From an optimization exercise on the open Yosys and OpenROAD flow, aimed at small area and a short achievable clock period; shortcuts taken in it are not production practice.
Function was checked by simulation only, so behaviour that the tests miss may differ from the original.
Power and IR drop assume default switching activity.

==> flow/design.v (excerpt) <==
module ipod_player(
    input  logic        clk,
    input  logic        reset,
    input  logic [7:0]  kbd_ascii,
    input  logic        speed_up,
    input  logic        speed_down,
    input  logic        speed_reset,
    input  logic        direction,
    input  logic [31:0] flash_readdata,
    input  logic        flash_readdatavalid,
    output logic        flash_read,
    output logic [3:0]  flash_byteenable,
    output logic [22:0] flash_address,
    output logic [15:0] audio_data,
    output logic        sample_clk
);
logic newclock1;      
logic newclock1_q;    
logic edgeclock1;     
logic idle;
rate_divider div1 (
    .clk(clk), .rst(reset),
    .speed_up(speed_up), .speed_down(speed_down), .speed_reset(speed_reset),
    .newclock(newclock1)
);
always_ff @(posedge clk, posedge reset)
    if (reset) begin
        newclock1_q <= 1'b0;
        edgeclock1  <= 1'b0;
    end else begin
        newclock1_q <= newclock1;
        edgeclock1  <= newclock1_q;
    end
address_gen addressset (
    .clk(clk), .rst(reset),
    .en(newclock1 & ~newclock1_q),
    .kbd(kbd_ascii),
    .idle(idle),
    .addr(flash_address)
);
flash_fsm flash (
    .clk(clk), .rst(reset),
    .direction(direction),
    .readdata(flash_readdata),
    .readdatavalid(flash_readdatavalid),
    .idle(idle),
    .newclock1(edgeclock1),
    .audiodata(audio_data),
    .flash_read(flash_read),
    .flash_byteenable(flash_byteenable)
);
assign sample_clk = newclock1;
endmodule
Size: about 9900 um2 of cells after synthesis.
export LEC_CHECK = 0
export CAP_MARGIN = 20
export CORE_MARGIN = 2
export CORE_UTILIZATION = 60
export CTS_BUF_LIST = sky130_fd_sc_hd__clkbuf_8
export SETUP_SLACK_MARGIN = 5
export SLEW_MARGIN = 20
create_clock -name core_clock -period 100.0 [get_ports {clk}]
standard.sh (not shown) runs the stock make flow with config.mk's settings and CLKGATE_MAP_FILE= SYNTH_SCRIPT=/design/flow/synth_recipe.tcl, a recipe that flattens the netlist after the stock synthesis.
==> flow/flow/run.sh <==
#!/bin/bash
# Layout flow:
#  2. the same synthesis again, with its combinational logic mapped again by
#     ABC for area (flow/synth_remap.tcl);
#     the registers must come out exactly as in 1 (names and cell types),
#     otherwise the flow goes on with the standard synthesis;
#  3. the standard layout, with port buffers made from buf_1 and a clock
#     tree without dummy loads.
set -euo pipefail
WORK=$(pwd)
R=$WORK/orfs/results/sky130hd/ipod_player/base
LIB=$FLOW_HOME/platforms/sky130hd/lib/sky130_fd_sc_hd__tt_025C_1v80.lib
export BUFFER_PORTS_ARGS="-buffer_cell sky130_fd_sc_hd__buf_1"
CTS="-sink_clustering_enable -repair_clock_nets -buf_list sky130_fd_sc_hd__clkbuf_8 -dont_use_dummy_load"

# list of (register instance, cell type) in a netlist
regs() { grep -oE '^\s*sky130_fd_sc_hd__(df|sdf|edf)\w+\s+\S+' "$1" | awk '{print $2, $1}' | sort; }

# 1. standard synthesis
bash standard.sh synth > flow_1_synth_standard.log 2>&1
cp $R/1_2_yosys.v $WORK/netlist_standard.v
regs $WORK/netlist_standard.v > $WORK/regs_standard.txt

# 2. synthesis with re-mapping
python3 flow/genmodels.py $LIB $WORK/comb_models.v '__fa_[0-9]' > flow_2_models.log 2>&1
export REMAP_MODELS=$WORK/comb_models.v
export REMAP_ABC_SCRIPT=$WORK/flow/abc_area.script
sed "s|SYNTH_SCRIPT=[^ ]*|SYNTH_SCRIPT=$WORK/flow/synth_remap.tcl|" standard.sh > $WORK/remap_standard.sh
rm -rf $WORK/orfs
if bash remap_standard.sh synth > flow_3_synth_remap.log 2>&1 \
   && regs $R/1_2_yosys.v > $WORK/regs_remap.txt \
   && cmp -s $WORK/regs_standard.txt $WORK/regs_remap.txt; then
  echo "re-mapped synthesis used" > flow_choice.txt
  SH=remap_standard.sh
else
  echo "re-mapped synthesis not used; standard synthesis instead" > flow_choice.txt
  rm -rf $WORK/orfs
  bash standard.sh synth > flow_3_synth_standard_again.log 2>&1
  SH=standard.sh
fi

# 3. layout
bash $SH finish CTS_ARGS="$CTS" > flow_4_layout.log 2>&1
==> flow/flow/synth_remap.tcl <==
# The standard flow's synthesis script (synth_recipe.tcl) with one step added: after ORFS's
# synthesis, the combinational cells are mapped again by ABC with an
# area-oriented script (flow/abc_area.script). The full adders and the
# registers are left as they are. The design is then flattened and renamed as
# synth_recipe.tcl does.
proc synth {args} { yosys synth -nofsm -noshare {*}$args }
source $::env(SCRIPTS_DIR)/synth.tcl

techmap -map $::env(REMAP_MODELS)
opt -purge
techmap
opt -fast -purge
abc {*}$lib_args {*}$lib_dont_use_args -script $::env(REMAP_ABC_SCRIPT)
opt_clean -purge

# left out here: clear keep_hierarchy, flatten, clean up
splitnets
opt_clean -purge
hilomap -singleton \
    -hicell {*}$::env(TIEHI_CELL_AND_PORT) \
    -locell {*}$::env(TIELO_CELL_AND_PORT)
insbuf -buf {*}$::env(MIN_BUF_CELL_AND_PORTS)
check -assert -mapped
tee -o $::env(REPORTS_DIR)/synth_remap_stat.txt stat {*}$lib_args
# left out here: hide names made inside functions, write 1_2_yosys.v
Other scripts of this flow, unchanged in this note and not shown: flow/flow/abc_area.script, flow/flow/genmodels.py
The starting point produced a clean layout.
Edit:
--- a/flow/flow/run.sh
+++ b/flow/flow/run.sh
@@ -1,6 +1,6 @@
 #!/bin/bash
 # Layout flow:
-#  2. the same synthesis again, with its combinational logic mapped again by
-#     ABC for area (flow/synth_remap.tcl);
+#  2. the same synthesis again with the modules kept apart and each module's
+#     combinational logic mapped again by ABC for area (flow/synth_remap.tcl);
 #     the registers must come out exactly as in 1 (names and cell types),
 #     otherwise the flow goes on with the standard synthesis;
@@ -41,3 +41,3 @@
 
 # 3. layout
-bash $SH finish CTS_ARGS="$CTS" > flow_4_layout.log 2>&1
+bash $SH finish SETUP_SLACK_MARGIN=78.3 CTS_ARGS="$CTS" > flow_4_layout.log 2>&1
--- a/flow/flow/synth_remap.tcl
+++ b/flow/flow/synth_remap.tcl
@@ -1,7 +1,7 @@
 # The standard flow's synthesis script (synth_recipe.tcl) with one step added: after ORFS's
-# synthesis, the combinational cells are mapped again by ABC with an
-# area-oriented script (flow/abc_area.script). The full adders and the
-# registers are left as they are. The design is then flattened and renamed as
-# synth_recipe.tcl does.
+# synthesis, which keeps each module apart (SYNTH_HIERARCHICAL=1), the
+# combinational cells of each module are mapped again by ABC with an
+# area-oriented script. The full adders and the registers are left as they
+# are. The modules are then flattened and renamed as synth_recipe.tcl does.
 proc synth {args} { yosys synth -nofsm -noshare {*}$args }
 source $::env(SCRIPTS_DIR)/synth.tcl
The changed run passed the timing, design-rule and antenna checks.
Global-route usage barely changes.
Cell area is about the same.
Non-clock buffer count came out lower by 2.
Edit:
--- a/flow/flow/run.sh
+++ b/flow/flow/run.sh
@@ -41,3 +41,3 @@
 
 # 3. layout
-bash $SH finish SETUP_SLACK_MARGIN=78.3 CTS_ARGS="$CTS" > flow_4_layout.log 2>&1
+bash $SH finish CTS_ARGS="$CTS" > flow_4_layout.log 2>&1
=> Total power stays flat. Global-route usage hardly moves. Cell area stays flat. Clock skew came out lower by 0.0059 ns. Worst setup slack is better by 0.0031 ns. Wire length falls slightly.

afterwards: timing with drivers on the ports:
The results above use ideal ports. As a check the final layouts listed here were re-extracted and re-timed, cells and wires unchanged.
Step 1 sets driving cells, clkbuf_16 on the clock port and buf_2 on the other inputs (assumed; they add their load-dependent delay and slew).
Step 2 times the ports against the registers' clock, not the clock port: input delays grow and output delays shrink by t, the midpoint of the rising clock arrivals with the driver on.
a / b / c = ideal ports / drivers / drivers and shift; a / b = the first two.
run | t, ns | slack for setup (ns) | worst hold slack (ns) | cell pins on the clock port's net
the first run | 0.483 | 78.714 / 78.729 / 78.250 | 0.454 / 0.454 / 0.454 | 1
the second run | 0.493 | 78.710 / 78.711 / 78.239 | 0.461 / 0.461 / 0.461 | 1
the third run | 0.483 | 78.714 / 78.729 / 78.250 | 0.454 / 0.454 / 0.454 | 1
After both steps setup and hold are still met in every run listed. For the second run, which loses most, drivers alone change the setup slack by +0.001 ns; drivers and shift together by -0.471 ns.
